This is an optimization exercise on Yosys and OpenROAD, whose aim is small area, not a production implementation.
Function was checked by simulation only, so behaviour that the tests miss may differ from the original.
Power and IR drop assume default switching activity.

===== flow/config.mk =====
export PLATFORM = sky130hd
export DESIGN_NAME = poly_top
export DESIGN_NICKNAME = poly_top
export VERILOG_FILES = /design/flow/design.v
export SDC_FILE = /design/flow/constraint.sdc
export NUM_CORES = 4
export LEC_CHECK = 0
export CAP_MARGIN = 10
export CORE_MARGIN = 2
export CORE_UTILIZATION = 72
export CTS_BUF_LIST = sky130_fd_sc_hd__clkbuf_8
export CTS_CLUSTER_SIZE = 20
export SLEW_MARGIN = 10
export SYNTH_HIERARCHICAL = 1
export SYNTH_MINIMUM_KEEP_SIZE = 0

===== flow/constraint.sdc =====
create_clock -name core_clock -period 9.0 [get_ports {clk}]
set_input_delay 1.8000 -clock core_clock [delete_from_list [all_inputs] [get_ports {clk}]]
set_output_delay 1.8000 -clock core_clock [all_outputs]
set_load 0.01 [all_outputs]

===== flow/design.v =====
module FA (
	input wire a, b, c,
	output wire s, co
);
	assign s = a ^ b ^ c;
	assign co = (a & b) | (a & c) | (b & c);
endmodule
module HA (
	input wire a, b,
	output wire s, co
);
	assign s = a ^ b;
	assign co = a & b;
endmodule
module Multiplier (
	input wire [29:0] x,
	output wire [20:0] lo,
	output wire [9:0] hi,
	output wire ck
);
	wire [29:0] un = ~x;
	wire u0 = un[0];
	wire u1 = un[1];
	wire u2 = un[2];
	wire u3 = un[3];
	wire u4 = un[4];
	wire u5 = un[5];
	wire u6 = un[6];
	wire u7 = un[7];
	wire u8 = un[8];
	wire u9 = un[9];
	wire u10 = un[10];
	wire u11 = un[11];
	wire u12 = un[12];
	wire u13 = un[13];
	wire u14 = un[14];
	wire u15 = un[15];
	wire u16 = un[16];
	wire u17 = un[17];
	wire u18 = un[18];
	wire u19 = un[19];
	wire u20 = un[20];
	wire u21 = un[21];
	wire u22 = un[22];
	wire u23 = un[23];
	wire u24 = un[24];
	wire u25 = un[25];
	wire u26 = un[26];
	wire u27 = un[27];
	wire u28 = un[28];
	wire u29 = un[29];
	wire e1 = ~x[0] | x[1];
	wire e2 = ~x[1];
	wire e3 = ~x[0];
	wire e4 = ~e1;
	wire p5;
	BSEL0 sp5 (.one_n(x[0]), .xf(x[2]), .neg(e2), .pp(p5));
	wire p6;
	BSEL sp6 (.one_n(x[0]), .two_n(e1), .xf(x[3]), .xf1(x[2]), .neg(e2), .pp(p6));
	wire p7;
	BSEL sp7 (.one_n(x[0]), .two_n(e1), .xf(x[4]), .xf1(x[3]), .neg(e2), .pp(p7));
	wire p8;
	BSEL sp8 (.one_n(x[0]), .two_n(e1), .xf(x[5]), .xf1(x[4]), .neg(e2), .pp(p8));
	wire p9;
	BSEL sp9 (.one_n(x[0]), .two_n(e1), .xf(x[6]), .xf1(x[5]), .neg(e2), .pp(p9));
	wire p10;
	BSEL sp10 (.one_n(x[0]), .two_n(e1), .xf(x[7]), .xf1(x[6]), .neg(e2), .pp(p10));
	wire p11;
	BSEL sp11 (.one_n(x[0]), .two_n(e1), .xf(x[8]), .xf1(x[7]), .neg(e2), .pp(p11));
	wire p12;
	BSEL sp12 (.one_n(x[0]), .two_n(e1), .xf(x[9]), .xf1(x[8]), .neg(e2), .pp(p12));
	wire p13;
	BSEL sp13 (.one_n(x[0]), .two_n(e1), .xf(x[10]), .xf1(x[9]), .neg(e2), .pp(p13));
	wire p14;
	BSEL sp14 (.one_n(x[0]), .two_n(e1), .xf(x[11]), .xf1(x[10]), .neg(e2), .pp(p14));
	wire p15;
	BSEL sp15 (.one_n(x[0]), .two_n(e1), .xf(x[12]), .xf1(x[11]), .neg(e2), .pp(p15));
	wire p16;
	BSEL sp16 (.one_n(x[0]), .two_n(e1), .xf(x[13]), .xf1(x[12]), .neg(e2), .pp(p16));
	wire p17;
	BSEL sp17 (.one_n(x[0]), .two_n(e1), .xf(x[14]), .xf1(x[13]), .neg(e2), .pp(p17));
	wire p18;
	BSEL sp18 (.one_n(x[0]), .two_n(e1), .xf(x[15]), .xf1(x[14]), .neg(e2), .pp(p18));
	wire p19;
	BSEL sp19 (.one_n(x[0]), .two_n(e1), .xf(x[16]), .xf1(x[15]), .neg(e2), .pp(p19));
	wire p20;
	BSEL sp20 (.one_n(x[0]), .two_n(e1), .xf(x[17]), .xf1(x[16]), .neg(e2), .pp(p20));
	wire p21;
	BSEL sp21 (.one_n(x[0]), .two_n(e1), .xf(x[18]), .xf1(x[17]), .neg(e2), .pp(p21));
	wire p22;
	BSEL sp22 (.one_n(x[0]), .two_n(e1), .xf(x[19]), .xf1(x[18]), .neg(e2), .pp(p22));
	wire p23;
	BSEL sp23 (.one_n(x[0]), .two_n(e1), .xf(x[20]), .xf1(x[19]), .neg(e2), .pp(p23));
	wire p24;
	BSEL sp24 (.one_n(x[0]), .two_n(e1), .xf(x[21]), .xf1(x[20]), .neg(e2), .pp(p24));
	wire p25;
	BSEL sp25 (.one_n(x[0]), .two_n(e1), .xf(x[22]), .xf1(x[21]), .neg(e2), .pp(p25));
	wire p26;
	BSEL sp26 (.one_n(x[0]), .two_n(e1), .xf(x[23]), .xf1(x[22]), .neg(e2), .pp(p26));
	wire p27;
	BSEL sp27 (.one_n(x[0]), .two_n(e1), .xf(x[24]), .xf1(x[23]), .neg(e2), .pp(p27));
	wire p28;
	BSEL sp28 (.one_n(x[0]), .two_n(e1), .xf(x[25]), .xf1(x[24]), .neg(e2), .pp(p28));
	wire p29;
	BSEL sp29 (.one_n(x[0]), .two_n(e1), .xf(x[26]), .xf1(x[25]), .neg(e2), .pp(p29));
	wire p30;
	BSEL sp30 (.one_n(x[0]), .two_n(e1), .xf(x[27]), .xf1(x[26]), .neg(e2), .pp(p30));
	wire p31;
	BSEL sp31 (.one_n(x[0]), .two_n(e1), .xf(x[28]), .xf1(x[27]), .neg(e2), .pp(p31));
	wire p32;
	BSEL sp32 (.one_n(x[0]), .two_n(e1), .xf(x[29]), .xf1(x[28]), .neg(e2), .pp(p32));
	wire onen33, twon34, neg35;
	ONEN o1 (.xa(x[2]), .xb(x[1]), .y(onen33));
	TWON t1 (.one_n(onen33), .xa(x[2]), .xc(x[3]), .y(twon34));
	NEG n1 (.xa(x[2]), .xb(x[1]), .xc(x[3]), .y(neg35));
	wire e36 = ~onen33;
	wire e37 = ~twon34;
	wire p38;
	BSEL0 sp38 (.one_n(onen33), .xf(x[4]), .neg(neg35), .pp(p38));
	wire p39;
	BSEL sp39 (.one_n(onen33), .two_n(twon34), .xf(x[5]), .xf1(x[4]), .neg(neg35), .pp(p39));
	wire p40;
	BSEL sp40 (.one_n(onen33), .two_n(twon34), .xf(x[6]), .xf1(x[5]), .neg(neg35), .pp(p40));
	wire p41;
	BSEL sp41 (.one_n(onen33), .two_n(twon34), .xf(x[7]), .xf1(x[6]), .neg(neg35), .pp(p41));
	wire p42;
	BSEL sp42 (.one_n(onen33), .two_n(twon34), .xf(x[8]), .xf1(x[7]), .neg(neg35), .pp(p42));
	wire p43;
	BSEL sp43 (.one_n(onen33), .two_n(twon34), .xf(x[9]), .xf1(x[8]), .neg(neg35), .pp(p43));
	wire p44;
	BSEL sp44 (.one_n(onen33), .two_n(twon34), .xf(x[10]), .xf1(x[9]), .neg(neg35), .pp(p44));
	wire p45;
	BSEL sp45 (.one_n(onen33), .two_n(twon34), .xf(x[11]), .xf1(x[10]), .neg(neg35), .pp(p45));
	wire p46;
	BSEL sp46 (.one_n(onen33), .two_n(twon34), .xf(x[12]), .xf1(x[11]), .neg(neg35), .pp(p46));
	wire p47;
	BSEL sp47 (.one_n(onen33), .two_n(twon34), .xf(x[13]), .xf1(x[12]), .neg(neg35), .pp(p47));
	wire p48;
	BSEL sp48 (.one_n(onen33), .two_n(twon34), .xf(x[14]), .xf1(x[13]), .neg(neg35), .pp(p48));
	wire p49;
	BSEL sp49 (.one_n(onen33), .two_n(twon34), .xf(x[15]), .xf1(x[14]), .neg(neg35), .pp(p49));
	wire p50;
	BSEL sp50 (.one_n(onen33), .two_n(twon34), .xf(x[16]), .xf1(x[15]), .neg(neg35), .pp(p50));
	wire p51;
	BSEL sp51 (.one_n(onen33), .two_n(twon34), .xf(x[17]), .xf1(x[16]), .neg(neg35), .pp(p51));
	wire p52;
	BSEL sp52 (.one_n(onen33), .two_n(twon34), .xf(x[18]), .xf1(x[17]), .neg(neg35), .pp(p52));
	wire p53;
	BSEL sp53 (.one_n(onen33), .two_n(twon34), .xf(x[19]), .xf1(x[18]), .neg(neg35), .pp(p53));
	wire p54;
	BSEL sp54 (.one_n(onen33), .two_n(twon34), .xf(x[20]), .xf1(x[19]), .neg(neg35), .pp(p54));
	wire p55;
	BSEL sp55 (.one_n(onen33), .two_n(twon34), .xf(x[21]), .xf1(x[20]), .neg(neg35), .pp(p55));
	wire p56;
	BSEL sp56 (.one_n(onen33), .two_n(twon34), .xf(x[22]), .xf1(x[21]), .neg(neg35), .pp(p56));
	wire p57;
	BSEL sp57 (.one_n(onen33), .two_n(twon34), .xf(x[23]), .xf1(x[22]), .neg(neg35), .pp(p57));
	wire p58;
	BSEL sp58 (.one_n(onen33), .two_n(twon34), .xf(x[24]), .xf1(x[23]), .neg(neg35), .pp(p58));
	wire p59;
	BSEL sp59 (.one_n(onen33), .two_n(twon34), .xf(x[25]), .xf1(x[24]), .neg(neg35), .pp(p59));
	wire p60;
	BSEL sp60 (.one_n(onen33), .two_n(twon34), .xf(x[26]), .xf1(x[25]), .neg(neg35), .pp(p60));
	wire p61;
	BSEL sp61 (.one_n(onen33), .two_n(twon34), .xf(x[27]), .xf1(x[26]), .neg(neg35), .pp(p61));
	wire onen62, twon63, neg64;
	ONEN o2 (.xa(x[4]), .xb(x[3]), .y(onen62));
	TWON t2 (.one_n(onen62), .xa(x[4]), .xc(x[5]), .y(twon63));
	NEG n2 (.xa(x[4]), .xb(x[3]), .xc(x[5]), .y(neg64));
	wire e65 = ~onen62;
	wire e66 = ~twon63;
	wire p67;
	BSEL0 sp67 (.one_n(onen62), .xf(x[6]), .neg(neg64), .pp(p67));
	wire p68;
	BSEL sp68 (.one_n(onen62), .two_n(twon63), .xf(x[7]), .xf1(x[6]), .neg(neg64), .pp(p68));
	wire p69;
	BSEL sp69 (.one_n(onen62), .two_n(twon63), .xf(x[8]), .xf1(x[7]), .neg(neg64), .pp(p69));
	wire p70;
	BSEL sp70 (.one_n(onen62), .two_n(twon63), .xf(x[9]), .xf1(x[8]), .neg(neg64), .pp(p70));
	wire p71;
	BSEL sp71 (.one_n(onen62), .two_n(twon63), .xf(x[10]), .xf1(x[9]), .neg(neg64), .pp(p71));
	wire p72;
	BSEL sp72 (.one_n(onen62), .two_n(twon63), .xf(x[11]), .xf1(x[10]), .neg(neg64), .pp(p72));
	wire p73;
	BSEL sp73 (.one_n(onen62), .two_n(twon63), .xf(x[12]), .xf1(x[11]), .neg(neg64), .pp(p73));
	wire p74;
	BSEL sp74 (.one_n(onen62), .two_n(twon63), .xf(x[13]), .xf1(x[12]), .neg(neg64), .pp(p74));
	wire p75;
	BSEL sp75 (.one_n(onen62), .two_n(twon63), .xf(x[14]), .xf1(x[13]), .neg(neg64), .pp(p75));
	wire p76;
	BSEL sp76 (.one_n(onen62), .two_n(twon63), .xf(x[15]), .xf1(x[14]), .neg(neg64), .pp(p76));
	wire p77;
	BSEL sp77 (.one_n(onen62), .two_n(twon63), .xf(x[16]), .xf1(x[15]), .neg(neg64), .pp(p77));
	wire p78;
	BSEL sp78 (.one_n(onen62), .two_n(twon63), .xf(x[17]), .xf1(x[16]), .neg(neg64), .pp(p78));
	wire p79;
	BSEL sp79 (.one_n(onen62), .two_n(twon63), .xf(x[18]), .xf1(x[17]), .neg(neg64), .pp(p79));
	wire p80;
	BSEL sp80 (.one_n(onen62), .two_n(twon63), .xf(x[19]), .xf1(x[18]), .neg(neg64), .pp(p80));
	wire p81;
	BSEL sp81 (.one_n(onen62), .two_n(twon63), .xf(x[20]), .xf1(x[19]), .neg(neg64), .pp(p81));
	wire p82;
	BSEL sp82 (.one_n(onen62), .two_n(twon63), .xf(x[21]), .xf1(x[20]), .neg(neg64), .pp(p82));
	wire p83;
	BSEL sp83 (.one_n(onen62), .two_n(twon63), .xf(x[22]), .xf1(x[21]), .neg(neg64), .pp(p83));
	wire p84;
	BSEL sp84 (.one_n(onen62), .two_n(twon63), .xf(x[23]), .xf1(x[22]), .neg(neg64), .pp(p84));
	wire p85;
	BSEL sp85 (.one_n(onen62), .two_n(twon63), .xf(x[24]), .xf1(x[23]), .neg(neg64), .pp(p85));
	wire p86;
	BSEL sp86 (.one_n(onen62), .two_n(twon63), .xf(x[25]), .xf1(x[24]), .neg(neg64), .pp(p86));
	wire onen87, twon88, neg89;
	ONEN o3 (.xa(x[6]), .xb(x[5]), .y(onen87));
	TWON t3 (.one_n(onen87), .xa(x[6]), .xc(x[7]), .y(twon88));
	NEG n3 (.xa(x[6]), .xb(x[5]), .xc(x[7]), .y(neg89));
	wire e90 = ~onen87;
	wire e91 = ~twon88;
	wire p92;
	BSEL0 sp92 (.one_n(onen87), .xf(x[8]), .neg(neg89), .pp(p92));
	wire p93;
	BSEL sp93 (.one_n(onen87), .two_n(twon88), .xf(x[9]), .xf1(x[8]), .neg(neg89), .pp(p93));
	wire p94;
	BSEL sp94 (.one_n(onen87), .two_n(twon88), .xf(x[10]), .xf1(x[9]), .neg(neg89), .pp(p94));
	wire p95;
	BSEL sp95 (.one_n(onen87), .two_n(twon88), .xf(x[11]), .xf1(x[10]), .neg(neg89), .pp(p95));
	wire p96;
	BSEL sp96 (.one_n(onen87), .two_n(twon88), .xf(x[12]), .xf1(x[11]), .neg(neg89), .pp(p96));
	wire p97;
	BSEL sp97 (.one_n(onen87), .two_n(twon88), .xf(x[13]), .xf1(x[12]), .neg(neg89), .pp(p97));
	wire p98;
	BSEL sp98 (.one_n(onen87), .two_n(twon88), .xf(x[14]), .xf1(x[13]), .neg(neg89), .pp(p98));
	wire p99;
	BSEL sp99 (.one_n(onen87), .two_n(twon88), .xf(x[15]), .xf1(x[14]), .neg(neg89), .pp(p99));
	wire p100;
	BSEL sp100 (.one_n(onen87), .two_n(twon88), .xf(x[16]), .xf1(x[15]), .neg(neg89), .pp(p100));
	wire p101;
	BSEL sp101 (.one_n(onen87), .two_n(twon88), .xf(x[17]), .xf1(x[16]), .neg(neg89), .pp(p101));
	wire p102;
	BSEL sp102 (.one_n(onen87), .two_n(twon88), .xf(x[18]), .xf1(x[17]), .neg(neg89), .pp(p102));
	wire p103;
	BSEL sp103 (.one_n(onen87), .two_n(twon88), .xf(x[19]), .xf1(x[18]), .neg(neg89), .pp(p103));
	wire p104;
	BSEL sp104 (.one_n(onen87), .two_n(twon88), .xf(x[20]), .xf1(x[19]), .neg(neg89), .pp(p104));
	wire p105;
	BSEL sp105 (.one_n(onen87), .two_n(twon88), .xf(x[21]), .xf1(x[20]), .neg(neg89), .pp(p105));
	wire p106;
	BSEL sp106 (.one_n(onen87), .two_n(twon88), .xf(x[22]), .xf1(x[21]), .neg(neg89), .pp(p106));
	wire p107;
	BSEL sp107 (.one_n(onen87), .two_n(twon88), .xf(x[23]), .xf1(x[22]), .neg(neg89), .pp(p107));
	wire onen108, twon109, neg110;
	ONEN o4 (.xa(x[8]), .xb(x[7]), .y(onen108));
	TWON t4 (.one_n(onen108), .xa(x[8]), .xc(x[9]), .y(twon109));
	NEG n4 (.xa(x[8]), .xb(x[7]), .xc(x[9]), .y(neg110));
	wire e111 = ~onen108;
	wire e112 = ~twon109;
	wire p113;
	BSEL0 sp113 (.one_n(onen108), .xf(x[10]), .neg(neg110), .pp(p113));
	wire p114;
	BSEL sp114 (.one_n(onen108), .two_n(twon109), .xf(x[11]), .xf1(x[10]), .neg(neg110), .pp(p114));
	wire p115;
	BSEL sp115 (.one_n(onen108), .two_n(twon109), .xf(x[12]), .xf1(x[11]), .neg(neg110), .pp(p115));
	wire p116;
	BSEL sp116 (.one_n(onen108), .two_n(twon109), .xf(x[13]), .xf1(x[12]), .neg(neg110), .pp(p116));
	wire p117;
	BSEL sp117 (.one_n(onen108), .two_n(twon109), .xf(x[14]), .xf1(x[13]), .neg(neg110), .pp(p117));
	wire p118;
	BSEL sp118 (.one_n(onen108), .two_n(twon109), .xf(x[15]), .xf1(x[14]), .neg(neg110), .pp(p118));
	wire p119;
	BSEL sp119 (.one_n(onen108), .two_n(twon109), .xf(x[16]), .xf1(x[15]), .neg(neg110), .pp(p119));
	wire p120;
	BSEL sp120 (.one_n(onen108), .two_n(twon109), .xf(x[17]), .xf1(x[16]), .neg(neg110), .pp(p120));
	wire p121;
	BSEL sp121 (.one_n(onen108), .two_n(twon109), .xf(x[18]), .xf1(x[17]), .neg(neg110), .pp(p121));
	wire p122;
	BSEL sp122 (.one_n(onen108), .two_n(twon109), .xf(x[19]), .xf1(x[18]), .neg(neg110), .pp(p122));
	wire p123;
	BSEL sp123 (.one_n(onen108), .two_n(twon109), .xf(x[20]), .xf1(x[19]), .neg(neg110), .pp(p123));
	wire p124;
	BSEL sp124 (.one_n(onen108), .two_n(twon109), .xf(x[21]), .xf1(x[20]), .neg(neg110), .pp(p124));
	wire onen125, twon126, neg127;
	ONEN o5 (.xa(x[10]), .xb(x[9]), .y(onen125));
	TWON t5 (.one_n(onen125), .xa(x[10]), .xc(x[11]), .y(twon126));
	NEG n5 (.xa(x[10]), .xb(x[9]), .xc(x[11]), .y(neg127));
	wire e128 = ~onen125;
	wire e129 = ~twon126;
	wire p130;
	BSEL0 sp130 (.one_n(onen125), .xf(x[12]), .neg(neg127), .pp(p130));
	wire p131;
	BSEL sp131 (.one_n(onen125), .two_n(twon126), .xf(x[13]), .xf1(x[12]), .neg(neg127), .pp(p131));
	wire p132;
	BSEL sp132 (.one_n(onen125), .two_n(twon126), .xf(x[14]), .xf1(x[13]), .neg(neg127), .pp(p132));
	wire p133;
	BSEL sp133 (.one_n(onen125), .two_n(twon126), .xf(x[15]), .xf1(x[14]), .neg(neg127), .pp(p133));
	wire p134;
	BSEL sp134 (.one_n(onen125), .two_n(twon126), .xf(x[16]), .xf1(x[15]), .neg(neg127), .pp(p134));
	wire p135;
	BSEL sp135 (.one_n(onen125), .two_n(twon126), .xf(x[17]), .xf1(x[16]), .neg(neg127), .pp(p135));
	wire p136;
	BSEL sp136 (.one_n(onen125), .two_n(twon126), .xf(x[18]), .xf1(x[17]), .neg(neg127), .pp(p136));
	wire p137;
	BSEL sp137 (.one_n(onen125), .two_n(twon126), .xf(x[19]), .xf1(x[18]), .neg(neg127), .pp(p137));
	wire onen138, twon139, neg140;
	ONEN o6 (.xa(x[12]), .xb(x[11]), .y(onen138));
	TWON t6 (.one_n(onen138), .xa(x[12]), .xc(x[13]), .y(twon139));
	NEG n6 (.xa(x[12]), .xb(x[11]), .xc(x[13]), .y(neg140));
	wire e141 = ~onen138;
	wire e142 = ~twon139;
	wire p143;
	BSEL0 sp143 (.one_n(onen138), .xf(x[14]), .neg(neg140), .pp(p143));
	wire p144;
	BSEL sp144 (.one_n(onen138), .two_n(twon139), .xf(x[15]), .xf1(x[14]), .neg(neg140), .pp(p144));
	wire p145;
	BSEL sp145 (.one_n(onen138), .two_n(twon139), .xf(x[16]), .xf1(x[15]), .neg(neg140), .pp(p145));
	wire p146;
	BSEL sp146 (.one_n(onen138), .two_n(twon139), .xf(x[17]), .xf1(x[16]), .neg(neg140), .pp(p146));
	wire y147 = u14 ^ u13;
	wire y148 = u15 ^ u13;
	wire p149 = y148 & ~y147;
	wire s150, c151;
	HA hs150 (.a(p26), .b(p55), .s(s150), .co(c151));
	wire s152, c153;
	HA hs152 (.a(p27), .b(p56), .s(s152), .co(c153));
	wire s154, c155;
	FA fs154 (.a(p28), .b(p57), .c(p82), .s(s154), .co(c155));
	wire s156, c157;
	FA fs156 (.a(p29), .b(p58), .c(p83), .s(s156), .co(c157));
	wire s158, c159;
	FA fs158 (.a(p30), .b(p59), .c(p84), .s(s158), .co(c159));
	wire s160, c161;
	HA hs160 (.a(p105), .b(p122), .s(s160), .co(c161));
	wire s162, c163;
	FA fs162 (.a(p31), .b(p60), .c(p85), .s(s162), .co(c163));
	wire s164, c165;
	HA hs164 (.a(p106), .b(p123), .s(s164), .co(c165));
	wire s166, c167;
	HA hs166 (.a(p18), .b(p47), .s(s166), .co(c167));
	wire s168, c169;
	HA hs168 (.a(p19), .b(p48), .s(s168), .co(c169));
	wire s170, c171;
	FA fs170 (.a(p20), .b(p49), .c(p74), .s(s170), .co(c171));
	wire s172, c173;
	FA fs172 (.a(p21), .b(p50), .c(p75), .s(s172), .co(c173));
	wire s174, c175;
	FA fs174 (.a(p22), .b(p51), .c(p76), .s(s174), .co(c175));
	wire s176, c177;
	HA hs176 (.a(p97), .b(p114), .s(s176), .co(c177));
	wire s178, c179;
	FA fs178 (.a(p23), .b(p52), .c(p77), .s(s178), .co(c179));
	wire s180, c181;
	HA hs180 (.a(p98), .b(p115), .s(s180), .co(c181));
	wire s182, c183;
	FA fs182 (.a(p24), .b(p53), .c(p78), .s(s182), .co(c183));
	wire s184, c185;
	FA fs184 (.a(p99), .b(p116), .c(e129), .s(s184), .co(c185));
	wire s186, c187;
	FA fs186 (.a(p25), .b(p54), .c(p79), .s(s186), .co(c187));
	wire s188, c189;
	FA fs188 (.a(p100), .b(p117), .c(p130), .s(s188), .co(c189));
	wire s190, c191;
	FA fs190 (.a(p80), .b(p101), .c(p118), .s(s190), .co(c191));
	wire s192, c193;
	FA fs192 (.a(p131), .b(e141), .c(s150), .s(s192), .co(c193));
	wire s194, c195;
	FA fs194 (.a(p81), .b(p102), .c(p119), .s(s194), .co(c195));
	wire s196, c197;
	FA fs196 (.a(p132), .b(c151), .c(s152), .s(s196), .co(c197));
	wire s198, c199;
	FA fs198 (.a(p103), .b(p120), .c(p133), .s(s198), .co(c199));
	wire s200, c201;
	FA fs200 (.a(e142), .b(c153), .c(s154), .s(s200), .co(c201));
	wire s202, c203;
	FA fs202 (.a(p104), .b(p121), .c(p134), .s(s202), .co(c203));
	wire s204, c205;
	FA fs204 (.a(p143), .b(c155), .c(s156), .s(s204), .co(c205));
	wire s206, c207;
	FA fs206 (.a(p135), .b(p144), .c(y147), .s(s206), .co(c207));
	wire s208, c209;
	FA fs208 (.a(c157), .b(s158), .c(s160), .s(s208), .co(c209));
	wire s210, c211;
	FA fs210 (.a(p136), .b(p145), .c(c159), .s(s210), .co(c211));
	wire s212, c213;
	FA fs212 (.a(c161), .b(s162), .c(s164), .s(s212), .co(c213));
	wire s214, c215;
	HA hs214 (.a(p14), .b(p43), .s(s214), .co(c215));
	wire s216, c217;
	HA hs216 (.a(p15), .b(p44), .s(s216), .co(c217));
	wire s218, c219;
	FA fs218 (.a(p16), .b(p45), .c(p70), .s(s218), .co(c219));
	wire s220, c221;
	FA fs220 (.a(p17), .b(p46), .c(p71), .s(s220), .co(c221));
	wire s222, c223;
	FA fs222 (.a(p72), .b(p93), .c(e111), .s(s222), .co(c223));
	wire s224, c225;
	FA fs224 (.a(p73), .b(p94), .c(c167), .s(s224), .co(c225));
	wire s226, c227;
	FA fs226 (.a(p95), .b(e112), .c(c169), .s(s226), .co(c227));
	wire s228, c229;
	FA fs228 (.a(p96), .b(p113), .c(c171), .s(s228), .co(c229));
	wire s230, c231;
	FA fs230 (.a(e128), .b(c173), .c(s174), .s(s230), .co(c231));
	wire s232, c233;
	FA fs232 (.a(c175), .b(c177), .c(s178), .s(s232), .co(c233));
	wire s234, c235;
	FA fs234 (.a(c179), .b(c181), .c(s182), .s(s234), .co(c235));
	wire s236, c237;
	FA fs236 (.a(c183), .b(c185), .c(s186), .s(s236), .co(c237));
	wire s238, c239;
	FA fs238 (.a(c187), .b(c189), .c(s190), .s(s238), .co(c239));
	wire s240, c241;
	FA fs240 (.a(c191), .b(c193), .c(s194), .s(s240), .co(c241));
	wire s242, c243;
	FA fs242 (.a(c195), .b(c197), .c(s198), .s(s242), .co(c243));
	wire s244, c245;
	FA fs244 (.a(c199), .b(c201), .c(s202), .s(s244), .co(c245));
	wire s246, c247;
	FA fs246 (.a(c203), .b(c205), .c(s206), .s(s246), .co(c247));
	wire s248, c249;
	FA fs248 (.a(c207), .b(c209), .c(s210), .s(s248), .co(c249));
	wire s250, c251;
	HA hs250 (.a(p10), .b(p39), .s(s250), .co(c251));
	wire s252, c253;
	HA hs252 (.a(p11), .b(p40), .s(s252), .co(c253));
	wire s254, c255;
	FA fs254 (.a(p12), .b(p41), .c(e66), .s(s254), .co(c255));
	wire s256, c257;
	FA fs256 (.a(p13), .b(p42), .c(p67), .s(s256), .co(c257));
	wire s258, c259;
	FA fs258 (.a(p68), .b(e90), .c(s214), .s(s258), .co(c259));
	wire s260, c261;
	FA fs260 (.a(p69), .b(c215), .c(s216), .s(s260), .co(c261));
	wire s262, c263;
	FA fs262 (.a(e91), .b(c217), .c(s218), .s(s262), .co(c263));
	wire s264, c265;
	FA fs264 (.a(p92), .b(c219), .c(s220), .s(s264), .co(c265));
	wire s266, c267;
	FA fs266 (.a(s166), .b(c221), .c(s222), .s(s266), .co(c267));
	wire s268, c269;
	FA fs268 (.a(s168), .b(c223), .c(s224), .s(s268), .co(c269));
	wire s270, c271;
	FA fs270 (.a(s170), .b(c225), .c(s226), .s(s270), .co(c271));
	wire s272, c273;
	FA fs272 (.a(s172), .b(c227), .c(s228), .s(s272), .co(c273));
	wire s274, c275;
	FA fs274 (.a(s176), .b(c229), .c(s230), .s(s274), .co(c275));
	wire s276, c277;
	FA fs276 (.a(s180), .b(c231), .c(s232), .s(s276), .co(c277));
	wire s278, c279;
	FA fs278 (.a(s184), .b(c233), .c(s234), .s(s278), .co(c279));
	wire s280, c281;
	FA fs280 (.a(s188), .b(c235), .c(s236), .s(s280), .co(c281));
	wire s282, c283;
	FA fs282 (.a(s192), .b(c237), .c(s238), .s(s282), .co(c283));
	wire s284, c285;
	FA fs284 (.a(s196), .b(c239), .c(s240), .s(s284), .co(c285));
	wire s286, c287;
	FA fs286 (.a(s200), .b(c241), .c(s242), .s(s286), .co(c287));
	wire s288, c289;
	FA fs288 (.a(s204), .b(c243), .c(s244), .s(s288), .co(c289));
	wire s290, c291;
	FA fs290 (.a(s208), .b(c245), .c(s246), .s(s290), .co(c291));
	wire s292, c293;
	FA fs292 (.a(s212), .b(c247), .c(s248), .s(s292), .co(c293));
	wire s294, c295;
	HA hs294 (.a(p6), .b(e36), .s(s294), .co(c295));
	wire s296, c297;
	HA hs296 (.a(p7), .b(c295), .s(s296), .co(c297));
	wire s298, c299;
	FA fs298 (.a(p8), .b(e37), .c(c297), .s(s298), .co(c299));
	wire s300, c301;
	FA fs300 (.a(p9), .b(p38), .c(c299), .s(s300), .co(c301));
	wire s302, c303;
	FA fs302 (.a(e65), .b(s250), .c(c301), .s(s302), .co(c303));
	wire s304, c305;
	FA fs304 (.a(c251), .b(s252), .c(c303), .s(s304), .co(c305));
	wire s306, c307;
	FA fs306 (.a(c253), .b(s254), .c(c305), .s(s306), .co(c307));
	wire s308, c309;
	FA fs308 (.a(c255), .b(s256), .c(c307), .s(s308), .co(c309));
	wire s310, c311;
	FA fs310 (.a(c257), .b(s258), .c(c309), .s(s310), .co(c311));
	wire s312, c313;
	FA fs312 (.a(c259), .b(s260), .c(c311), .s(s312), .co(c313));
	wire s314, c315;
	FA fs314 (.a(c261), .b(s262), .c(c313), .s(s314), .co(c315));
	wire s316, c317;
	FA fs316 (.a(c263), .b(s264), .c(c315), .s(s316), .co(c317));
	wire s318, c319;
	FA fs318 (.a(c265), .b(s266), .c(c317), .s(s318), .co(c319));
	wire s320, c321;
	FA fs320 (.a(c267), .b(s268), .c(c319), .s(s320), .co(c321));
	wire s322, c323;
	FA fs322 (.a(c269), .b(s270), .c(c321), .s(s322), .co(c323));
	wire s324, c325;
	FA fs324 (.a(c271), .b(s272), .c(c323), .s(s324), .co(c325));
	wire s326, c327;
	FA fs326 (.a(c273), .b(s274), .c(c325), .s(s326), .co(c327));
	wire s328, c329;
	HA hs328 (.a(c275), .b(s276), .s(s328), .co(c329));
	wire s330, c331;
	FA fs330 (.a(c277), .b(s278), .c(c329), .s(s330), .co(c331));
	wire s332, c333;
	FA fs332 (.a(c279), .b(s280), .c(c331), .s(s332), .co(c333));
	wire s334, c335;
	FA fs334 (.a(c281), .b(s282), .c(c333), .s(s334), .co(c335));
	wire s336, c337;
	FA fs336 (.a(c283), .b(s284), .c(c335), .s(s336), .co(c337));
	wire s338, c339;
	FA fs338 (.a(c285), .b(s286), .c(c337), .s(s338), .co(c339));
	wire s340, c341;
	FA fs340 (.a(c287), .b(s288), .c(c339), .s(s340), .co(c341));
	wire s342, c343;
	FA fs342 (.a(c289), .b(s290), .c(c341), .s(s342), .co(c343));
	wire s344, c345;
	FA fs344 (.a(c291), .b(s292), .c(c343), .s(s344), .co(c345));
	wire s346 = p32 ^ p61 ^ p86 ^ p107 ^ p124 ^ p137 ^ p146 ^ p149 ^ c163 ^ c165 ^ c211 ^ c213 ^ c249 ^ c293;
	wire s347;
	XOR2 xs347 (.a(s346), .b(c345), .y(s347));
	assign lo = {s326, s324, s322, s320, s318, s316, s314, s312, s310, s308, s306, s304, s302, s300, s298, s296, s294, p5, e4, 1'b0, e3};
	assign hi = {s347, s344, s342, s340, s338, s336, s334, s332, s330, s328};
	assign ck = c327;
endmodule
module ONEN (input wire xa, xb, output wire y);
	assign y = ~(xa ^ xb);
endmodule
module TWON (input wire one_n, xa, xc, output wire y);
	assign y = ~(one_n & (xa ^ xc));
endmodule
module NEG (input wire xa, xb, xc, output wire y);
	assign y = ~(xc | ~(xa | xb));
endmodule
module BSEL (input wire one_n, two_n, xf, xf1, neg, output wire pp);
	assign pp = ~((one_n | xf) & (two_n | xf1)) ^ neg;
endmodule
module BSEL0 (input wire one_n, xf, neg, output wire pp);
	assign pp = ~one_n & (~xf ^ neg);
endmodule
module XOR2 (input wire a, b, output wire y);
	assign y = a ^ b;
endmodule
module XNOR2 (input wire a, b, output wire y);
	assign y = ~(a ^ b);
endmodule
module OR2 (input wire a, b, output wire y);
	assign y = a | b;
endmodule
module poly_top #(
	parameter a = 2,
	parameter b = 4,
	parameter c = 6,
	parameter data_width = 32
)
(
	input wire clk,rst,
	input wire [data_width-1:0] x,
	input wire in_valid,
	output wire [data_width-1:0] y,
	output wire out_valid,
	output wire [1:0] state
);
	localparam K = 21;
	reg [1:0] q;
	always @(posedge clk) begin
		if (rst | ~in_valid) q <= 2'b00;
		else q <= {q[1] | q[0], q[1] | ~q[0]};
	end
	assign state = {q[1], q[0] & ~q[1]};
	assign out_valid = q[1] & q[0];
	reg [29:0] x0, x1;
	reg [K-1:0] rlo;
	reg [30-K:0] rhi;
	reg rck;
	wire [K-1:0] lo;
	wire [30-K:0] hi;
	wire ck;
	Multiplier sqr (.x(x1), .lo(lo), .hi(hi), .ck(ck));
	always @(posedge clk) begin
		x0 <= x[29:0];
		x1 <= x0;
		rlo <= lo;
		rhi <= hi;
		rck <= ck;
	end
	wire [30-K:0] shi;
	wire [31-K:0] inc;
	assign inc[0] = rck;
	genvar i;
	generate
		for (i = 0; i < 30 - K; i = i + 1) begin : incr
			HA h (.a(rhi[i]), .b(inc[i]), .s(shi[i]), .co(inc[i+1]));
		end
	endgenerate
	assign shi[30-K] = rhi[30-K] ^ inc[30-K];
	assign y = {shi, rlo[K-1:2], 1'b1, rlo[0], 1'b0};
endmodule

===== flow/flow/run.sh =====
#!/bin/bash
# The standard layout (standard.sh, with the standard synthesis) with these changes:
# - after floorplan, every cell is set to its lowest drive strength (downsize.tcl);
#   timing repair upsizes the cells that need it;
# - global placement keeps none of its timing-driven buffering (GPL_KEEP_OVERFLOW=0);
# - power recovery downsizes cells with slack to spare after global routing;
# - the port buffers use the smallest buffer cell;
# - clock tree synthesis uses clkbuf_8 and adds no dummy loads.
# Each make run's full output goes to its own log file here.
set -euo pipefail
bash standard.sh synth > synth.log 2>&1
bash standard.sh \
	"POST_FLOORPLAN_TCL=$PWD/flow/downsize.tcl" \
	"GPL_KEEP_OVERFLOW=0" "RECOVER_POWER=100" \
	"BUFFER_PORTS_ARGS=-buffer_cell sky130_fd_sc_hd__buf_1" \
	"CTS_ARGS=-sink_clustering_enable -repair_clock_nets -sink_clustering_size 20 -buf_list sky130_fd_sc_hd__clkbuf_8 -dont_use_dummy_load" \
	finish > layout.log 2>&1

===== flow/flow/downsize.tcl =====
# Before placement, give every cell the lowest drive strength of its kind
# (name ending _1); timing repair later upsizes the cells that need it.
set n 0
foreach inst [get_cells *] {
  set master [get_property $inst ref_name]
  if { [regexp {^(sky130_fd_sc_hd__\w+)_([0-9]+)$} $master -> base drive] && $drive > 1 } {
    set target ${base}_1
    if { [llength [get_lib_cells -quiet $target]] > 0 } {
      replace_cell $inst $target
      incr n
    }
  }
}
puts "downsize.tcl: $n cells set to drive strength 1"

===== flow/standard.sh =====
#!/bin/bash
# synth_recipe.tcl (not shown) runs the flow's synth.tcl, then flattens the netlist and writes it again
# the make line also repeats each setting of config.mk as NAME=value (left out here)
make -C /OpenROAD-flow-scripts/flow DESIGN_CONFIG=/design/flow/config.mk WORK_HOME=/design/flow/orfs CLKGATE_MAP_FILE= SYNTH_SCRIPT=/design/flow/synth_recipe.tcl "${@:-finish}"

==> flow_summary.toml, run 1 <==
[grt]
grt_pass1_wl_um = 20600
grt-ovfl-total = 0
grt_pass1_vias = 4162
antenna_found_initial = 0
grt_use_met3 = 0.0352
top_usage_layer = "met2"
use_met1 = 0.362
grt.total_usage = 0.260
grt_use_met2 = 0.421
grt_max_degree = 31

[die]
chipWidth_um = 102
die_area_mm2 = 0.0103
rows = 35
start_util = 0.743
die_y_um = 102
core_area_mm2 = 0.00924
num_io_pins = 70

[clock_network]
clock_tree.buffer_depth = 2
ctsHoldBuffers = 0
cts_tree = "built"
post_cts_buffers = 0
htree_levels = 3
cts_sinks = 93
clk_latency_ns = 0.37
clkTransAtPathRegs_ns = 0.11
cts_root_buf = "clkbuf_8"
numCtsBuffers = 9

[power]
ir_drop_uv = 319
total_leakage_power_nw = 2.83
power_density_mw_per_mm2 = 297

[route]
routed_wirelength_um = 12600
routedWlPerCell_um = 18.0
vias = 4135
via_per_inst = 5.93
drc = 0
drt_iter0_drc = 328
firstDrtPassIters = 5
ant_nets = 0

[logic_synthesis]
avgSynthCellArea_um2 = 13.1
syn_inst = 523
synth-warning-count = 7
syn-num-nets = 665
synthesis.area_mm2 = 0.00687

[placed_design]
port_buffers = 65
hpwl_um = 8660
gp_congestion = 0.904

[timing]
max_slew.worst_pin.slew_ns = 1.21
finalSetupViolations = 0
clock.fmax_mhz = 116
rsz0062_at_grt = "false"
maxSlewViolCount = 0
hold_viol_final = 0
max-slew-margin-rel = 0.189
whs_ns = 0.301
skew_ns = 0.0394
period_needed_ns = 8.60
fin_crit_sh = 0.955

[setup_path]
setup.worst_path.start = "x1[1]"
critPathMaxFanout = 28
critPathLaunchType = "flop"
rr_startpoint = "x1[1]"
worst-endpoint-arrival_ns = 8.82
critPathKind = "reg -> reg"
required_ns = 9.22
endpoint_kind = "flop"

[finish]
most-common-layout-cells = "xor2_1 (123), o22ai_1 (106), dfxtp_1 (92)"
post-route-util = 0.710
area_delta_synth_final_pct = -4.47
mostFrequentLayoutCell = "xor2_1"
nFillCells = 704
num_antenna_cells = 0
nets = 712
layout-drive-gt1-share = 0.0335

[outcome]
outcome = "timing/DRC/antenna clean"

[hold_path]
hold_path.class = "reg -> reg"
hold_path.startpoint = "x0[20]"

[flow_run]
cap_violations = 0
==> state kept, by name, summed over array words and instances (netlist names) <==
name  flops
rlo      20
rck       1
rhi      10
q         2
x1       30
x0       30
==> report_power, final <==
part           leakage (nW)  internal (mW)  switching [mW]
registers             0.784          0.527          0.0411
clock network        0.0647         0.0900           0.133
logic                  1.98          0.549           0.607
total                  2.83           1.17           0.780
==> path summary, 6_finish.rpt <==
| kind | depth (start not counted) | to | slack, ns |
|---|---|---|---|
| hold / removal | 0 | x1[20] | 0.30 |
| setup reg to reg | 21 | rlo[20] | 0.40 |
| setup / recovery | 21 | rlo[20] | 0.40 |
| hold reg to reg | 0 | x1[20] | 0.30 |
==> layer usage <==
layer | share of wire | vias up
met5 | 0 | -
met4 | 0.015 | 0
met3 | 0.053 | 22
met2 | 0.51 | 157
met1 | 0.42 | 2083
li1 | - | 1873
==> through the flow <==
step           TNS, ns  setup slack, ns  std cells  instance area, um^2  total power, mW
2_1_floorplan        0            0.113        523                 6870             2.07
3_3_place_gp    -0.483           -0.272        684                 6340             1.72
3_5_place_dp         0           0.0265        688                 6440             1.77
4_1_cts              0            0.207        697                 6570             2.00
5_1_grt              0            0.105        697                 6560             2.18
6_report             0            0.403        697                 6560             1.95
==> layout make-up <==
type	count	area, um^2	share of cell area
tap	129	161	0.0246
multi-input combinational	382	4040	0.616
timing repair buffer	69	313	0.0477
inverter	15	56.3	0.00858
sequential	93	1860	0.284
clock buffer	9	124	0.0189
==> timing repair <==
action / 4_1_cts / 5_1_grt
pin swaps: 0 / 0
resized for setup: 1 / 1
endpoints found under the setup margin: 2 / 2
==> critical path: stages (launching register included) <==
cell and delay [ns]:
dfxtp_1 0.35, inv_1 0.55, nand2_2 0.55, o22ai_1 0.31
xor2_1 0.14, ha_1 0.23, ha_1 0.19, fa_1 0.41
fa_1 0.42, fa_1 0.41, fa_1 0.41, fa_1 0.41
fa_1 0.41, fa_1 0.39, fa_1 0.40, fa_1 0.40
fa_1 0.39, fa_1 0.40, fa_1 0.41, fa_1 0.40
fa_1 0.41, fa_1 0.45
==> inputs of run 2 (changes only) <==
--- a/flow/config.mk
+++ b/flow/config.mk
@@ -9,3 +9,3 @@
 export CORE_MARGIN = 2
-export CORE_UTILIZATION = 72
+export CORE_UTILIZATION = 80
 export CTS_BUF_LIST = sky130_fd_sc_hd__clkbuf_8
==> flow_summary.toml, run 2 <==
[logic_synthesis]
avgSynthCellArea_um2 = 13.1
synthesis.area_mm2 = 0.00687
synth-warning-count = 7
syn-num-nets = 665
syn_inst = 523

[clock_network]
htree_levels = 3
ctsHoldBuffers = 0
post_cts_buffers = 0
numCtsBuffers = 9
clkTransAtPathRegs_ns = 0.10
cts_sinks = 93
clk_latency_ns = 0.37
cts_root_buf = "clkbuf_8"
cts_tree = "built"
clock_tree.buffer_depth = 2

[grt]
grt.total_usage = 0.287
grt_max_degree = 31
antenna_found_initial = 0
grt_pass1_vias = 4315
grt-ovfl-total = 0
grt_pass1_wl_um = 21500

[finish]
layout-drive-gt1-share = 0.0352
most-common-layout-cells = "xor2_1 (123), o22ai_1 (106), dfxtp_1 (93)"
fin_area_mm2 = 0.00652
mostFrequentLayoutCell = "xor2_1"
area_delta_synth_final_pct = -5.07
nets = 712
seq_area_mm2 = 0.00186
num_antenna_cells = 0
multi_input_area_mm2 = 0.00405
nFillCells = 573
reg.largest.list = "x0 x30, x1 x30, rlo x20"

[route]
via_per_inst = 6.20
ant_nets = 0
routed_wirelength_um = 12800
drt_iter0_drc = 391
routedWlPerCell_um = 19.0
drc = 0
firstDrtPassIters = 5
vias = 4170

[timing]
period_needed_ns = 8.50
hold_viol_final = 0
finalSetupViolations = 0
tns_ns = 0
skew_ns = 0.0336
maxSlewViolCount = 0
fin_crit_sh = 0.945
clock.fmax_mhz = 118
max_slew.worst_pin.slew_ns = 1.24
max-slew-margin-rel = 0.171
rsz0062_at_grt = "false"

[placed_design]
post_dp_cell_area_mm2 = 0.00637
hpwl_um = 8820
port_buffers = 65
gp_congestion = 0.862

[die]
num_io_pins = 70
core_area_mm2 = 0.00826
start_util = 0.831
die_area_mm2 = 0.00934
chipWidth_um = 96.6
die_y_um = 96.6
rows = 33

[setup_path]
critPathLaunchType = "flop"
rr_worst_depth = 20
r2r_slack_ns = 0.50
required_ns = 9.22
rr_endpoint = "rlo[20]"
endpoint_kind = "flop"
rr_startpoint = "x1[0]"
worst-endpoint-arrival_ns = 8.72
critPathMaxFanout = 30
critPathKind = "reg -> reg"

[power]
total_leakage_power_nw = 2.82
ir_drop_uv = 407
power_density_mw_per_mm2 = 301

[hold_path]
hold-path-endpoint = "x1[14]"
hold_depth = 0
hold_path.startpoint = "x0[14]"
hold_path.class = "reg -> reg"

[flow_run]
cap_violations = 0

[outcome]
outcome = "timing/DRC/antenna clean"
==> run 2: where the power goes <==
group	leakage (nW)	internal [mW]	total, mW	switching (mW)
Combinational	1.97	0.555	1.17	0.620
Clock	0.0647	0.0898	0.218	0.128
Sequential	0.784	0.527	0.569	0.0421
==> run 2: cell type report <==
cell class / instances / share of cell area
clock buffers: 9 / 0.0190
inverters: 15 / 0.00921
multi-input cells: 382 / 0.622
flip-flops and latches: 93 / 0.286
well taps: 105 / 0.0202
repair buffers: 68 / 0.0432
repair inverters: 1 / 0.000768
==> run 2: metal layers <==
metal,vias to the layer above,GRT usage,share of wire
met5,-,0,0
met1,2042,0.384,0.39
met3,28,0.0556,0.077
li1,1873,-,-
met2,227,0.475,0.51
met4,0,0.0943,0.021
==> run 2: per-stage QoR <==
step,worst slack [ns],util,power (mW),instances,hold WS (ns)
finish,0.498,0.789,1.96,673,0.315
global placement,-0.234,0.764,1.71,660,0.310
CTS,0.179,0.787,2.01,672,0.320
floorplan,0.113,-,2.07,523,0.310
global route,0.198,0.789,2.19,673,0.324
detailed placement,-0.393,0.771,1.78,663,0.312
==> run 2: worst max-delay path, cell delays in order, from the launching register on <==
cell and delay (ns):
dfxtp_1 1.09, nand2_4 0.38, o22ai_1 0.25, xor2_1 0.10, ha_1 0.21, ha_1 0.19
fa_1 0.39, fa_1 0.40, fa_1 0.40, fa_1 0.41, fa_1 0.43, fa_1 0.43
fa_1 0.41, fa_1 0.40, fa_1 0.40, fa_1 0.40, fa_1 0.40, fa_1 0.41
fa_1 0.41, fa_1 0.40, fa_1 0.44
==> run 2: worst max-delay path by stage <==
stage / startpoint / end / slack, ns / cells after the start
floorplan: x1[0] / rlo[20] / 0.11 / 21
global route: x1[0] / rlo[20] / 0.20 / 20
global placement: x1[1] / rlo[20] / -0.23 / 21
detailed placement: x1[1] / rlo[20] / -0.39 / 21
CTS: x1[1] / rlo[20] / 0.18 / 21
finish: x1[0] / rlo[20] / 0.50 / 20
==> run 2: timing repair <==
action	CTS	global route
endpoints found under the setup margin	3	2
endpoints found under the hold margin	0	0
resized for setup	2	1
cloned	0	1
==> inputs of run 3 (changes only) <==
--- a/flow/config.mk
+++ b/flow/config.mk
@@ -7,3 +7,3 @@
 export LEC_CHECK = 0
-export CAP_MARGIN = 10
+export CAP_MARGIN = 5
 export CORE_MARGIN = 2
@@ -12,3 +12,3 @@
 export CTS_CLUSTER_SIZE = 20
-export SLEW_MARGIN = 10
+export SLEW_MARGIN = 5
 export SYNTH_HIERARCHICAL = 1
==> flow_summary.toml, run 3 <==
[timing]
finalSetupViolations = 0
clock.fmax_mhz = 118
rsz0062_at_grt = "false"
fin_crit_sh = 0.943
max_slew.worst_pin.slew_ns = 1.28
hold_viol_final = 0
skew_ns = 0.0363
max-slew-margin-rel = 0.146
period_needed_ns = 8.48
maxSlewViolCount = 0

[flow_run]
cap_violations = 0

[clock_network]
cts_sinks = 93
numCtsBuffers = 9
clk_latency_ns = 0.37
htree_levels = 3
post_cts_buffers = 0
ctsHoldBuffers = 0
cts_tree = "built"
clkTransAtPathRegs_ns = 0.10
cts_root_buf = "clkbuf_8"
clock_tree.buffer_depth = 2

[die]
die_y_um = 96.6
chipWidth_um = 96.6
start_util = 0.831
rows = 33
die_area_mm2 = 0.00934
core_area_mm2 = 0.00826
num_io_pins = 70

[setup_path]
cp_common_cell = "fa_1"
cpPeakStageDelay_ns = 1.09
r2r_slack_ns = 0.52
critPathKind = "reg -> reg"
crit_chain = "nand2_4 > o22ai_1 > xor2_1 > ha_1 > ha_1 > fa_1 > fa_1 > fa_1 > fa_1 > fa_1 > fa_1 > fa_1 > fa_1 > fa_1 > fa_1 > fa_1 > fa_1 > fa_1 > fa_1 > fa_1"
worst-endpoint-arrival_ns = 8.70
rr_startpoint = "x1[0]"
required_ns = 9.21
critPathLaunchType = "flop"
critPathSlowestCell = "dfxtp_1"
critPathMaxFanout = 30
endpoint_kind = "flop"
setup.worst_path.start = "x1[0]"

[power]
switching_share = 0.402
ir_drop_uv = 404
total_leakage_power_nw = 2.82
power_density_mw_per_mm2 = 300
switchingPower_mw = 0.785
total_power_mw = 1.96
seqPwrFrac = 0.291
clkPwrFrac = 0.111
combPwrFrac = 0.598
internal_power_mw = 1.17

[grt]
antenna_found_initial = 0
grt_max_degree = 31
grt.total_usage = 0.282
grt-ovfl-total = 0
grt_pass1_vias = 4313
grt_pass1_wl_um = 21100

[hold_path]
hold_path.startpoint = "x0[2]"
hold_path.class = "reg -> reg"

[logic_synthesis]
avgSynthCellArea_um2 = 13.1
synth-warning-count = 7
syn_inst = 523
syn-num-nets = 665
synthesis.area_mm2 = 0.00687

[placed_design]
gp_congestion = 0.862
port_buffers = 65
hpwl_um = 8750

[outcome]
outcome = "timing/DRC/antenna clean"

[route]
vias = 4143
ant_nets = 0
routed_wirelength_um = 12700
firstDrtPassIters = 5
routedWlPerCell_um = 18.8
drc = 0
via_per_inst = 6.15
drt_iter0_drc = 414

[finish]
area_delta_synth_final_pct = -5.07
num_antenna_cells = 0
reg.largest.list = "x0 x30, x1 x30, rlo x20"
post-route-util = 0.789
nFillCells = 562
most-common-layout-cells = "xor2_1 (123), o22ai_1 (106), dfxtp_1 (93)"
nets = 713
layout-drive-gt1-share = 0.0351
mostFrequentLayoutCell = "xor2_1"
[run 3: metal layers]
metal / track usage / wire (um)
met1: 0.374 / 4920
met5: 0 / 0
met4: 0.0888 / 277
met3: 0.0513 / 1070
met2: 0.475 / 6420
[run 3: worst max-delay path, delay by kind of cell, from the launching register on]
family,cells,cell delay [ns]
compound gates,1,0.25
xor+xnor,1,0.10
fa+ha+maj,17,6.52
flops,1,1.09
simple gates,1,0.38
[run 3: worst paths after layout]
check | depth (start not counted) | to
worst max-delay path | 20 | rlo[20]
worst min-delay path | 0 | x1[2]
worst max register to register | 20 | rlo[20]
worst min register to register | 0 | x1[2]
[run 3: metrics by stage]
stage                     std cells  instance area [um^2]  hold WS (ns)  setup TNS, ns  worst slack, ns
after floorplan                 523                  6870         0.310              0            0.113
after global placement          660                  6310         0.310         -0.406           -0.234
after detailed placement        663                  6370         0.312         -0.706           -0.379
after CTS                       672                  6500         0.315              0            0.193
after global routing            674                  6520         0.326              0            0.241
final                           674                  6520         0.310              0            0.517
[run 3: area by class of cell]
cell class                 count  area, um^2  area share
multi-input combinational    382        4050       0.621
inverter                      15        60.1     0.00921
sequential                    93        1860       0.286
tap                          105         131      0.0202
clock buffer                   9         124      0.0190
timing repair buffer          69         289      0.0443
timing repair inverter         1        5.00    0.000768
[run 3: what timing repair did]
action                     CTS  global route
gates resized for setup      2             1
hold endpoints to repair     0             0
setup endpoints to repair    3             2
cloned                       0             1
[run 3: power by group through the flow]
stage	Clock, mW	Sequential [mW]	Combinational [mW]
2_1_floorplan	0	0.599	1.47
3_3_place_gp	0	0.574	1.14
3_5_place_dp	0	0.578	1.20
4_1_cts	0.225	0.569	1.21
5_1_grt	0.239	0.575	1.37
6_report	0.218	0.569	1.17
==> inputs of run 4 (changes only) <==
--- a/flow/config.mk
+++ b/flow/config.mk
@@ -7,8 +7,8 @@
 export LEC_CHECK = 0
-export CAP_MARGIN = 5
+export CAP_MARGIN = 10
 export CORE_MARGIN = 2
-export CORE_UTILIZATION = 80
+export CORE_UTILIZATION = 86
 export CTS_BUF_LIST = sky130_fd_sc_hd__clkbuf_8
 export CTS_CLUSTER_SIZE = 20
-export SLEW_MARGIN = 5
+export SLEW_MARGIN = 10
 export SYNTH_HIERARCHICAL = 1
==> flow_summary.toml, run 4 <==
[timing]
maxSlewViolCount = 0
clock.fmax_mhz = 117
period_needed_ns = 8.54
max_slew.worst_pin.slew_ns = 1.29
fin_crit_sh = 0.949
rsz0062_at_grt = "false"
fin_ws_ns = 0.461
skew_ns = 0.0358
hold_viol_final = 0
max-slew-margin-rel = 0.139
finalSetupViolations = 0

[finish]
most-common-layout-cells = "xor2_1 (123), o22ai_1 (106), dfxtp_1 (93)"
mostFrequentLayoutCell = "xor2_1"
area_delta_synth_final_pct = -5.18
num_antenna_cells = 0
nets = 712
reg.largest.list = "x0 x30, x1 x30, rlo x20"
post-route-util = 0.842
layout-drive-gt1-share = 0.0352

[route]
firstDrtPassIters = 5
via_per_inst = 6.47
routedWlPerCell_um = 20.5
ant_nets = 0
drc = 0
drt_iter0_drc = 450
vias = 4332
routed_wirelength_um = 13700

[placed_design]
gp_congestion = 0.867
port_buffers = 65
hpwl_um = 9600
pre_cts_slack_ns = -0.416

[outcome]
outcome = "timing/DRC/antenna clean"

[die]
die_area_mm2 = 0.00871
start_util = 0.888
die_y_um = 93.3
core_area_mm2 = 0.00773
chipWidth_um = 93.3
num_io_pins = 70
rows = 32

[clock_network]
clock_tree.buffer_depth = 2
numCtsBuffers = 9
cts_tree = "built"
ctsHoldBuffers = 0
clk_latency_ns = 0.37
htree_levels = 3
post_cts_buffers = 0
clkTransAtPathRegs_ns = 0.08
cts_root_buf = "clkbuf_8"
cts_sinks = 93

[power]
switchingPower_mw = 0.823
seqPwrFrac = 0.284
ir_drop_uv = 288
total_leakage_power_nw = 2.82
internal_power_mw = 1.18
switching_share = 0.410
combPwrFrac = 0.607
clkPwrFrac = 0.109
power_density_mw_per_mm2 = 308

[setup_path]
critPathSlowestCell = "dfxtp_1"
cp_num_buf_inv = 0
crit_family = "adder cells"
required_ns = 9.23
critPathKind = "reg -> reg"
critPathLaunchType = "flop"
crit_chain = "nand2_4 > o22ai_1 > xor2_1 > ha_1 > ha_1 > fa_1 > fa_1 > fa_1 > fa_1 > fa_1 > fa_1 > fa_1 > fa_1 > fa_1 > fa_1 > fa_1 > fa_1 > fa_1 > fa_1 > fa_1"
endpoint_kind = "flop"
cp_common_cell = "fa_1"
critPathMaxFanout = 30
worst-endpoint-arrival_ns = 8.77
cpPeakStageDelay_ns = 1.12

[logic_synthesis]
synth-warning-count = 7
synthesis.area_mm2 = 0.00687
syn-num-nets = 665
avgSynthCellArea_um2 = 13.1
syn_inst = 523

[grt]
grt_max_degree = 31
antenna_found_initial = 0
grt-ovfl-total = 0
grt_pass1_wl_um = 22100
grt_pass1_vias = 4606
grt.total_usage = 0.334

[hold_path]
hold_path.class = "reg -> reg"

[flow_run]
cap_violations = 0
==> run 4: what timing repair did <==
action,4_1_cts,5_1_grt
gates cloned,0,1
setup endpoints to repair,3,2
gates resized for setup,2,1
==> run 4: path summary, 6_finish.rpt <==
path                            startpoint  endpoint  slack, ns  depth (start not counted)
worst max-delay path                 x1[0]   rlo[20]       0.46                         20
worst min-delay path                x0[21]    x1[21]       0.33                          0
worst max register to register       x1[0]   rlo[20]       0.46                         20
worst min register to register      x0[21]    x1[21]       0.33                          0
==> run 4: metrics by stage <==
stage	power [mW]	cell area (um^2)	hold WS [ns]	instances	setup TNS (ns)
after floorplan	2.07	6870	0.310	523	0
after global placement	1.70	6310	0.310	657	-0.369
after detailed placement	1.82	6360	0.312	660	-0.807
after CTS	2.04	6490	0.329	669	0
after global routing	2.22	6510	0.334	670	0
final	2.01	6510	0.326	670	0
==> run 4: worst reg2reg max path, stage by stage, from the launching register on <==
cell     delay (ns)
dfxtp_1        1.12
nand2_4        0.41
o22ai_1        0.27
xor2_1         0.12
ha_1           0.22
ha_1           0.20
fa_1           0.41
fa_1           0.41
fa_1           0.40
fa_1           0.42
fa_1           0.41
fa_1           0.41
fa_1           0.40
fa_1           0.39
fa_1           0.40
fa_1           0.39
fa_1           0.40
fa_1           0.40
fa_1           0.42
fa_1           0.40
fa_1           0.43
==> run 4: layout make-up <==
type | instances | area (um^2)
flip-flops and latches | 93 | 1860
repair inverters | 1 | 5.00
well taps | 102 | 128
fillers | 438 | 1220
inverters | 15 | 60.1
clock buffers | 9 | 124
multi-input cells | 382 | 4050
repair buffers | 68 | 278
==> run 4: power by group through the flow <==
stage | sequential [mW] | clock (mW) | combinational, mW
finish | 0.570 | 0.218 | 1.22
global route | 0.579 | 0.235 | 1.41
CTS | 0.569 | 0.222 | 1.25
detailed placement | 0.578 | 0 | 1.24
global placement | 0.574 | 0 | 1.13
floorplan | 0.599 | 0 | 1.47
==> run 4: metal layers <==
layer | routed length (um) | vias up | share of wire | global-route usage
met5 | 0 | - | 0 | 0
met3 | 1230 | 65 | 0.090 | 0.0637
met2 | 6900 | 314 | 0.50 | 0.549
met1 | 4930 | 2087 | 0.36 | 0.411
met4 | 645 | 0 | 0.047 | 0.197
li1 | - | 1866 | - | -
==> inputs of run 5 (changes only) <==
--- a/flow/flow/run.sh
+++ b/flow/flow/run.sh
@@ -15,3 +15,3 @@
 	"BUFFER_PORTS_ARGS=-buffer_cell sky130_fd_sc_hd__buf_1" \
-	"CTS_ARGS=-sink_clustering_enable -repair_clock_nets -sink_clustering_size 20 -buf_list sky130_fd_sc_hd__clkbuf_8 -dont_use_dummy_load" \
+	"CTS_ARGS=-repair_clock_nets -buf_list sky130_fd_sc_hd__clkbuf_8 -dont_use_dummy_load" \
 	finish > layout.log 2>&1
==> flow_summary.toml, run 5 <==
[setup_path]
worst-endpoint-arrival_ns = 8.77
cp_common_cell = "fa_1"
crit_family = "adder cells"
r2r_slack_ns = 0.46
required_ns = 9.23
critPathSlowestCell = "dfxtp_1"
setup.worst_path.start = "x1[0]"
crit_chain = "nand2_4 > o22ai_1 > xor2_1 > ha_1 > ha_1 > fa_1 > fa_1 > fa_1 > fa_1 > fa_1 > fa_1 > fa_1 > fa_1 > fa_1 > fa_1 > fa_1 > fa_1 > fa_1 > fa_1 > fa_1"
cpPeakStageDelay_ns = 1.12
endpoint_kind = "flop"
rr_startpoint = "x1[0]"
cp_num_buf_inv = 0
critPathLaunchType = "flop"
critPathMaxFanout = 30
critPathKind = "reg -> reg"

[route]
via_per_inst = 6.47
routed_wirelength_um = 13700
vias = 4332
drc = 0
firstDrtPassIters = 5
routedWlPerCell_um = 20.5
ant_nets = 0
drt_iter0_drc = 450

[die]
die_area_mm2 = 0.00871
rows = 32
die_y_um = 93.3
chipWidth_um = 93.3
core_area_mm2 = 0.00773
start_util = 0.888
num_io_pins = 70

[clock_network]
clkTransAtPathRegs_ns = 0.08
clock_tree.buffer_depth = 2
post_cts_buffers = 0
cts_sinks = 93
cts_root_buf = "clkbuf_8"
clk_latency_ns = 0.37
ctsHoldBuffers = 0
numCtsBuffers = 9
htree_levels = 3
cts_tree = "built"

[finish]
mostFrequentLayoutCell = "xor2_1"
nets = 712
area_delta_synth_final_pct = -5.18
stdcell_count = 670
most-common-layout-cells = "xor2_1 (123), o22ai_1 (106), dfxtp_1 (93)"
layout-drive-gt1-share = 0.0352
reg.largest.list = "x0 x30, x1 x30, rlo x20"
post-route-util = 0.842
num_antenna_cells = 0

[timing]
max-slew-margin-rel = 0.139
max_slew.worst_pin.slew_ns = 1.29
fin_crit_sh = 0.949
clock.fmax_mhz = 117
period_needed_ns = 8.54
tns_ns = 0
finalSetupViolations = 0
rsz0062_at_grt = "false"
skew_ns = 0.0358
maxSlewViolCount = 0
hold_viol_final = 0
whs_ns = 0.326

[placed_design]
gp_congestion = 0.867
placedCellCount = 660
port_buffers = 65
hpwl_um = 9600

[power]
internal_power_mw = 1.18
combPwrFrac = 0.607
total_power_mw = 2.01
total_leakage_power_nw = 2.82
switching_share = 0.410
power_density_mw_per_mm2 = 308
clkPwrFrac = 0.109
seqPwrFrac = 0.284
ir_drop_uv = 288
switchingPower_mw = 0.823

[flow_run]
cap_violations = 0

[hold_path]
hold_path.class = "reg -> reg"
hold_path.startpoint = "x0[21]"

[grt]
grt_pass1_vias = 4606
grt_max_degree = 31
antenna_found_initial = 0
grt-ovfl-total = 0
grt.total_usage = 0.334
grt_pass1_wl_um = 22100

[outcome]
outcome = "timing/DRC/antenna clean"

[logic_synthesis]
synth-warning-count = 7
syn-num-nets = 665
synthesis.area_mm2 = 0.00687
syn_inst = 523
avgSynthCellArea_um2 = 13.1
[run 5: stage by stage]
step / setup WS [ns] / instance area (um^2)
2_1_floorplan: 0.113 / 6870
3_3_place_gp: -0.219 / 6310
3_5_place_dp: -0.416 / 6360
4_1_cts: 0.156 / 6490
5_1_grt: 0.210 / 6510
6_report: 0.461 / 6510
[run 5: area by class of cell]
class                   instances  area, um^2
inverters                      15        60.1
well taps                     102         128
flip-flops and latches         93        1860
fillers                       438        1220
multi-input cells             382        4050
repair inverters                1        5.00
clock buffers                   9         124
repair buffers                 68         278
[run 5: power by group through the flow]
stage          combinational, mW  sequential, mW  clock, mW
3_5_place_dp                1.24           0.578          0
2_1_floorplan               1.47           0.599          0
5_1_grt                     1.41           0.579      0.235
4_1_cts                     1.25           0.569      0.222
3_3_place_gp                1.13           0.574          0
6_report                    1.22           0.570      0.218
[run 5: worst reg2reg max path, stage by stage, from the launching register on]
cell and delay, ns:
dfxtp_1 1.12, nand2_4 0.41, o22ai_1 0.27, xor2_1 0.12, ha_1 0.22, ha_1 0.20, fa_1 0.41, fa_1 0.41
fa_1 0.40, fa_1 0.42, fa_1 0.41, fa_1 0.41, fa_1 0.40, fa_1 0.39, fa_1 0.40, fa_1 0.39
fa_1 0.40, fa_1 0.40, fa_1 0.42, fa_1 0.40, fa_1 0.43
[run 5: per-layer routing]
metal / track usage / vias up / part of all wire
li1: - / 1866 / -
met1: 0.411 / 2087 / 0.36
met2: 0.549 / 314 / 0.50
met3: 0.0637 / 65 / 0.090
met4: 0.197 / 0 / 0.047
met5: 0 / - / 0
[run 5: repair_timing]
action	in CTS	in global routing
pin swaps	0	0
gates resized for setup	2	1
cloned	0	1
endpoints found under the setup margin	3	2
[run 5: path summary, 6_finish.rpt]
kind / to / depth (start not counted)
min: x1[21] / 0
min reg2reg: x1[21] / 0
max: rlo[20] / 20
max reg2reg: rlo[20] / 20

==> port drivers added, routing unchanged <==
No port has a modelled driver above. Below, the same layouts with a new extraction and two added sets of constraints. Step 1: set_driving_cell puts a clkbuf_16 on clk and a buf_2 on each other input, an assumption about the parent block. Step 2 moves the port delays by t, midway between the first and last clock arrival at a register: inputs arrive t later, outputs are due t later. That takes back most of the time a late clock gives input paths. a / b / c = ideal ports / drivers / drivers and shift; a / b = the first two.
| run | shift t [ns] | setup WS [ns] | worst setup path after step 2 | latest minus earliest clock arrival (ns) |
|---|---|---|---|---|
| run 1 | 0.386 | 0.403 / 0.403 / 0.403 | register to register | 0.042 / 0.042 |
| run 2 | 0.388 | 0.498 / 0.498 / 0.498 | register to register | 0.034 / 0.034 |
| run 3 | 0.387 | 0.517 / 0.517 / 0.517 | register to register | 0.037 / 0.036 |
| run 4 | 0.384 | 0.461 / 0.461 / 0.461 | register to register | 0.036 / 0.036 |
| run 5 | 0.384 | 0.461 / 0.461 / 0.461 | register to register | 0.036 / 0.036 |
After both steps setup and hold are still met in every run listed.
